What follows belongs to an exercise in optimizing a design on an open flow for small area, a short achievable clock period and few clock cycles per item; a production flow would make more cautious choices.
In this exercise RTL edits were held to simulation tests only and were not proved equivalent to the original.
The flow treats the clock pin as an ideal source. Dropping or thinning the clock tree relies on that and would not hold on a real chip.
Power figures rest on the tool's default switching activity, not on a simulated workload.

==> flow/design.v <==
module fp_add (
    input  [63:0] in_A,
    input  [63:0] in_B,
    input         clk,
    input         rst_n,
    input         in_valid,
    output [63:0] result,
    output        out_valid
);
integer k;
reg [6:0] v;
always @(posedge clk or negedge rst_n) begin
    if (!rst_n) v <= 7'd0;
    else        v <= {v[5:0], in_valid};
end
assign out_valid = v[6];
wire hA_i = |in_A[62:52], hB_i = |in_B[62:52];
reg [63:0] a0, b0;
reg        hA, hB;
always @(posedge clk) begin
    a0 <= {in_A[63:53], in_A[52] | ~hA_i, in_A[51:0]};
    b0 <= {in_B[63:53], in_B[52] | ~hB_i, in_B[51:0]};
    hA <= hA_i;
    hB <= hB_i;
end
wire        sA = a0[63], sB = b0[63];
wire [10:0] eA = a0[62:52], eB = b0[62:52];
wire [51:0] mA = a0[51:0],  mB = b0[51:0];
wire [52:0] fA = {hA, mA};
wire [52:0] fB = {hB, mB};
wire        infA = &eA, infB = &eB;
wire        nanA = infA & (|mA), nanB = infB & (|mB);
wire [11:0] dAB  = {1'b0, eA} - {1'b0, eB};
wire [11:0] dBA  = {1'b0, eB} - {1'b0, eA};
wire        a_ge = ~dAB[11];                        
wire [6:0]  s7   = a_ge ? dAB[6:0] : dBA[6:0];    
wire        o64  = a_ge ? (|dAB[10:6]) : (|dBA[10:6]);
wire        o128 = a_ge ? (|dAB[10:7]) : (|dBA[10:7]);
wire        sub  = sA ^ sB;
reg  [52:0] fBig1, fSm1;
reg  [6:0]  sc1;
reg         o64_1, o128_1;
reg  [10:0] E1;
reg         sgn1, sub1, inf1, nan1;
always @(posedge clk) begin
    fBig1 <= a_ge ? fA : fB;
    fSm1  <= a_ge ? (fB ^ {53{sub}}) : (fA ^ {53{sub}});
    sc1   <= s7;
    o64_1 <= o64;
    o128_1 <= o128;
    E1    <= a_ge ? eA : eB;
    sgn1  <= a_ge ? sA : sB;
    sub1  <= sub;
    inf1  <= infA | infB;
    nan1  <= nanA | nanB | (infA & infB & (sA ^ sB));
end
wire [54:0] w0 = o64_1 ? {55{sub1}} : {fSm1, {2{sub1}}};
wire [54:0] w1 = sc1[5] ? {{32{sub1}}, w0[54:32]} : w0;
wire [54:0] w2 = sc1[4] ? {{16{sub1}}, w1[54:16]} : w1;
wire [54:0] w3 = sc1[3] ? {{8{sub1}},  w2[54:8]}  : w2;
wire [54:0] w4 = sc1[2] ? {{4{sub1}},  w3[54:4]}  : w3;
wire [54:0] w5 = sc1[1] ? {{2{sub1}},  w4[54:2]}  : w4;
wire [54:0] w6 = sc1[0] ? {sub1,       w5[54:1]}  : w5;
reg  [52:0] band;
always @(*) begin
    for (k = 0; k < 53; k = k + 1)
        band[k] = (sc1 >= k + 3) && ({1'b0, sc1} <= k + 53);
end
reg  [52:0] X2;
reg  [54:0] Y2;
reg         st2;
reg  [10:0] E2;
reg         sgn2, sub2, inf2, nan2;
always @(posedge clk) begin
    X2   <= fBig1;
    Y2   <= w6;
    st2  <= ~o128_1 & (|((fSm1 ^ {53{sub1}}) & band));
    E2   <= E1;
    sgn2 <= sgn1;
    sub2 <= sub1;
    inf2 <= inf1;
    nan2 <= nan1;
end
wire [55:0] opX = {X2, 3'b000};
wire [55:0] opY = {Y2, st2 ^ sub2};    
wire [56:0] F   = {1'b0, opX} + {sub2, opY} + {56'd0, sub2};
reg  [56:0] F3;
reg  [10:0] E3;
reg         sgn3, sub3, inf3, nan3;
reg         neg3, hi3;     
always @(posedge clk) begin
    F3   <= F;
    neg3 <= sub2 & F[56];
    hi3  <= ~sub2 & F[56];
    E3   <= E2;
    sgn3 <= sgn2;
    sub3 <= sub2;
    inf3 <= inf2;
    nan3 <= nan2;
end
wire        neg  = neg3;
wire        hi   = hi3;
wire [52:0] frac = neg ? ~F3[55:3] : hi ? F3[56:4] : F3[55:3];
wire        gb   = hi ? F3[3] : F3[2];
wire        rb   = hi ? F3[2] : F3[1];
wire        sb   = hi ? (F3[1] | F3[0]) : F3[0];
wire        rnd  = neg | (gb & (rb | frac[0] | sb));
wire [53:0] fr   = {1'b0, frac} + {53'd0, rnd};
wire        ones = neg ? ~(|F3[55:3]) : hi ? (&F3[56:4]) : (&F3[55:3]);
wire        fr53 = rnd & ones;
wire [11:0] E3p0 = {1'b0, E3};
wire [11:0] E3p1 = {1'b0, E3} + 12'd1;
wire [11:0] E3p2 = {1'b0, E3} + 12'd2;
wire [11:0] exp0 = (hi & fr53) ? E3p2 : (hi | fr53) ? E3p1 : E3p0;
reg  [52:0] f4;
reg  [11:0] x4;
reg         sgn4, inf4, nan4;
always @(posedge clk) begin
    f4   <= {fr53 | fr[52], fr[51:0]};
    x4   <= exp0;
    sgn4 <= sgn3 ^ neg;
    inf4 <= inf3;
    nan4 <= nan3;
end
reg  [53:0] mark;
always @(*) begin
    for (k = 0; k < 54; k = k + 1)
        mark[k] = (x4 == 53 - k);
end
wire [63:0] lz_in = {({1'b0, f4} | mark), 10'h3ff};
wire [31:0] l1v; wire [31:0] l1c;
wire [15:0] l2v; wire [31:0] l2c;
wire [7:0]  l3v; wire [23:0] l3c;
wire [3:0]  l4v; wire [15:0] l4c;
wire [1:0]  l5v; wire [9:0]  l5c;
wire [5:0]  t;
genvar g;
generate
    for (g = 0; g < 32; g = g + 1) begin : L1
        assign l1v[g] = lz_in[2*g+1] | lz_in[2*g];
        assign l1c[g] = ~lz_in[2*g+1];
    end
    for (g = 0; g < 16; g = g + 1) begin : L2
        assign l2v[g] = l1v[2*g+1] | l1v[2*g];
        assign l2c[2*g+1:2*g] = l1v[2*g+1] ? {1'b0, l1c[2*g+1]} : {1'b1, l1c[2*g]};
    end
    for (g = 0; g < 8; g = g + 1) begin : L3
        assign l3v[g] = l2v[2*g+1] | l2v[2*g];
        assign l3c[3*g+2:3*g] = l2v[2*g+1] ? {1'b0, l2c[4*g+3:4*g+2]} : {1'b1, l2c[4*g+1:4*g]};
    end
    for (g = 0; g < 4; g = g + 1) begin : L4
        assign l4v[g] = l3v[2*g+1] | l3v[2*g];
        assign l4c[4*g+3:4*g] = l3v[2*g+1] ? {1'b0, l3c[6*g+5:6*g+3]} : {1'b1, l3c[6*g+2:6*g]};
    end
    for (g = 0; g < 2; g = g + 1) begin : L5
        assign l5v[g] = l4v[2*g+1] | l4v[2*g];
        assign l5c[5*g+4:5*g] = l4v[2*g+1] ? {1'b0, l4c[8*g+7:8*g+4]} : {1'b1, l4c[8*g+3:8*g]};
    end
endgenerate
assign t = l5v[1] ? {1'b0, l5c[9:5]} : {1'b1, l5c[4:0]};
wire ovf  = ((x4 == 12'd2047) & f4[52]) |
            ((x4 == 12'd2048) & (|f4[52:51])) |
            ((x4 == 12'd2049) & (|f4[52:50]));
wire zero = ~(|f4);
wire [11:0] x4p1   = x4 + 12'd1;
reg  [53:0] p5;
reg  [5:0]  t5;
reg  [11:0] x5;           
reg         sgn5, big5, nan5;
always @(posedge clk) begin
    p5   <= t[5] ? {f4[21:0], 32'd0} : {1'b0, f4};
    t5   <= t;
    x5   <= x4p1;
    sgn5 <= sgn4 & ~nan4 & (inf4 | ~zero);
    big5 <= inf4 | ovf;
    nan5 <= nan4;
end
wire [53:0] p6 = t5[4] ? {p5[37:0], 16'd0} : p5;
wire [53:0] p7 = t5[3] ? {p6[45:0], 8'd0}  : p6;
wire [53:0] p8 = t5[2] ? {p7[49:0], 4'd0}  : p7;
wire [53:0] p9 = t5[1] ? {p8[51:0], 2'd0}  : p8;
wire [53:0] pa = t5[0] ? {p9[52:0], 1'd0}  : p9;
wire        normal = pa[53];
wire [11:0] e1     = x5 - {6'd0, t5};
reg  [63:0] res;
always @(posedge clk) begin
    if (nan5)
        res <= {1'b0, 11'h7ff, 52'd1};
    else if (big5)
        res <= {sgn5, 11'h7ff, 52'd0};
    else
        res <= {sgn5, normal ? e1[10:0] : 11'd0, pa[52:1]};
end
assign result = res;
endmodule
==> flow/config.mk <==
export PLATFORM = sky130hd
export DESIGN_NAME = fp_add
export DESIGN_NICKNAME = fp_add
export VERILOG_FILES = /design/flow/design.v
export SDC_FILE = /design/flow/constraint.sdc
export NUM_CORES = 8
export LEC_CHECK = 0
export CAP_MARGIN = 20
export CORE_MARGIN = 2
export CORE_UTILIZATION = 55
export SLEW_MARGIN = 20
==> flow/constraint.sdc <==
create_clock -name core_clock -period 10.0 [get_ports {clk}]
set_input_delay 2.0000 -clock core_clock [delete_from_list [all_inputs] [get_ports {clk}]]
set_output_delay 2.0000 -clock core_clock [all_outputs]
set_load 0.01 [all_outputs]
standard.sh (not shown) runs the stock make flow with config.mk's settings and CLKGATE_MAP_FILE= SYNTH_SCRIPT=/design/flow/synth_recipe.tcl, a recipe that flattens the netlist after the stock synthesis.
==> flow/flow/run.sh <==
#!/bin/bash
set -euo pipefail
TREE=$PWD/flow/cts_tree.tcl
PORTS="BUFFER_PORTS_ARGS=-inputs -outputs -buffer_cell sky130_fd_sc_hd__buf_1"
bash standard.sh synth > synth.log 2>&1
bash standard.sh SETUP_SLACK_MARGIN=6.8 floorplan > floorplan.log 2>&1
bash standard.sh SETUP_SLACK_MARGIN=6.8 "$PORTS" place > place.log 2>&1
bash standard.sh SETUP_SLACK_MARGIN=6.8 PRE_CTS_TCL=$TREE cts > cts.log 2>&1
for step in grt route finish; do
  bash standard.sh SETUP_SLACK_MARGIN=6.8 $step > $step.log 2>&1
done
Other scripts of this flow, unchanged in this note and not shown: flow/flow/cts_tree.tcl
The first run finished with timing, DRC and antenna clean.
Testbench counts at the start, summed over its fixed seeds: cycles 80,056, items 80,000.
Next try:
==> flow/flow/run.sh (replaced) <==
#!/bin/bash
set -euo pipefail
TREE=$PWD/flow/cts_tree.tcl
PORTS="BUFFER_PORTS_ARGS=-inputs -outputs -buffer_cell sky130_fd_sc_hd__buf_1"
bash standard.sh synth > synth.log 2>&1
bash standard.sh SETUP_SLACK_MARGIN=7 floorplan > floorplan.log 2>&1
bash standard.sh SETUP_SLACK_MARGIN=7 "$PORTS" place > place.log 2>&1
bash standard.sh SETUP_SLACK_MARGIN=7 PRE_CTS_TCL=$TREE cts > cts.log 2>&1
for step in grt route finish; do
  bash standard.sh SETUP_SLACK_MARGIN=7 $step > $step.log 2>&1
done
Settings changed: CORE_UTILIZATION 55 to 60.
=> Setup slack improves by 340 ps; area after synthesis stays the same; cell area came out higher by 1.9%; flip-flop and latch count does not change; clock skew came out higher by 6.9 ps; synthesized cell count does not change; wire length came out lower by 1.8%; hold slack improves by 7.3 ps.
Next try:
--- a/flow/flow/run.sh
+++ b/flow/flow/run.sh
@@ -5 +5 @@
-bash standard.sh synth > synth.log 2>&1
+MY_ABC_SCRIPT=$PWD/flow/map.abc bash standard.sh SYNTH_SCRIPT=$PWD/flow/my_synth.tcl synth > synth.log 2>&1
==> flow/flow/map.abc (new file) <==
strash
dch
map -D 2500
topo
stime -c
buffer -c
upsize -c -D 2500
dnsize -c -D 2500
==> flow/flow/my_synth.tcl (new file) <==
# synth_recipe.tcl (the standard synthesis script) with one change: the
# final ABC technology mapping uses flow/map.abc, a delay-targeted mapping
# (map -D 2500) with buffering and sizing, instead of ORFS's abc_speed
# script. Registers, their names and cell types are untouched: ABC maps only
# the logic between them.
proc synth {args} { yosys synth -nofsm -noshare {*}$args }
proc abc {args} {
  set i [lsearch -exact $args -script]
  if {$i >= 0} { lset args [expr {$i + 1}] $::env(MY_ABC_SCRIPT) }
  yosys abc {*}$args
}
source $::env(SCRIPTS_DIR)/synth.tcl
# left out here: clear keep_hierarchy, flatten, clean up, hide names made inside functions, write 1_2_yosys.v
Settings changed: CORE_UTILIZATION 60 to 55.
Effect:
- wire length goes down by a few percent
- first-iteration DRC count goes down by a few percent
- worst hold slack improved by 5.4 ps
Next try:
==> flow/flow/run.sh (replaced) <==
#!/bin/bash
set -euo pipefail
TREE=$PWD/flow/cts_tree.tcl
PORTS="BUFFER_PORTS_ARGS=-inputs -outputs -buffer_cell sky130_fd_sc_hd__buf_1"
bash standard.sh synth > synth.log 2>&1
bash standard.sh SETUP_SLACK_MARGIN=7.2 floorplan > floorplan.log 2>&1
bash standard.sh SETUP_SLACK_MARGIN=7.2 "$PORTS" place > place.log 2>&1
bash standard.sh SETUP_SLACK_MARGIN=7.2 PRE_CTS_TCL=$TREE cts > cts.log 2>&1
for step in grt route finish; do
  bash standard.sh SETUP_SLACK_MARGIN=7.2 $step > $step.log 2>&1
done
removed: flow/flow/map.abc
removed: flow/flow/my_synth.tcl
After rerunning: Global-route usage rises by 2.5 points. Clock power hardly moves. Critical path depth falls by 11. Register-to-register slack gains 570 ps.
In every run of this note, the design's own scripts or RTL, not TritonCTS, make the clock network.

## port drivers added, routing unchanged
The flow's constraints put no driver on any port. The routed layouts listed below were extracted and timed again, unchanged, in two steps. Step 1, drivers: a clkbuf_16 drives clk and a buf_2 each remaining input, both assumed. Step 2 adds t to the input delays and takes it off the output delays; t is the mean of the earliest and latest rising clock arrival at the registers after step 1. Input paths then give back, and output paths get back, about the clock's delay inside the block. Three values: no drivers, after step 1, after step 2; two values: the first two.
run | t (ns) | setup slack, ns | hold slack, ns | slew at the worst register clock pin (ns)
the first run | 0.518 | 6.693 / 6.693 / 6.693 | 0.303 / 0.303 / 0.303 | 0.11 / 0.11
the second run | 0.520 | 7.031 / 6.919 / 7.031 | 0.311 / 0.311 / 0.311 | 0.10 / 0.10
the third run | 0.515 | 6.477 / 6.477 / 6.477 | 0.316 / 0.316 / 0.316 | 0.12 / 0.12
the fourth run | 0.537 | 7.049 / 6.940 / 7.049 | 0.306 / 0.306 / 0.306 | 0.11 / 0.11
After both steps setup and hold are still met in every run listed.
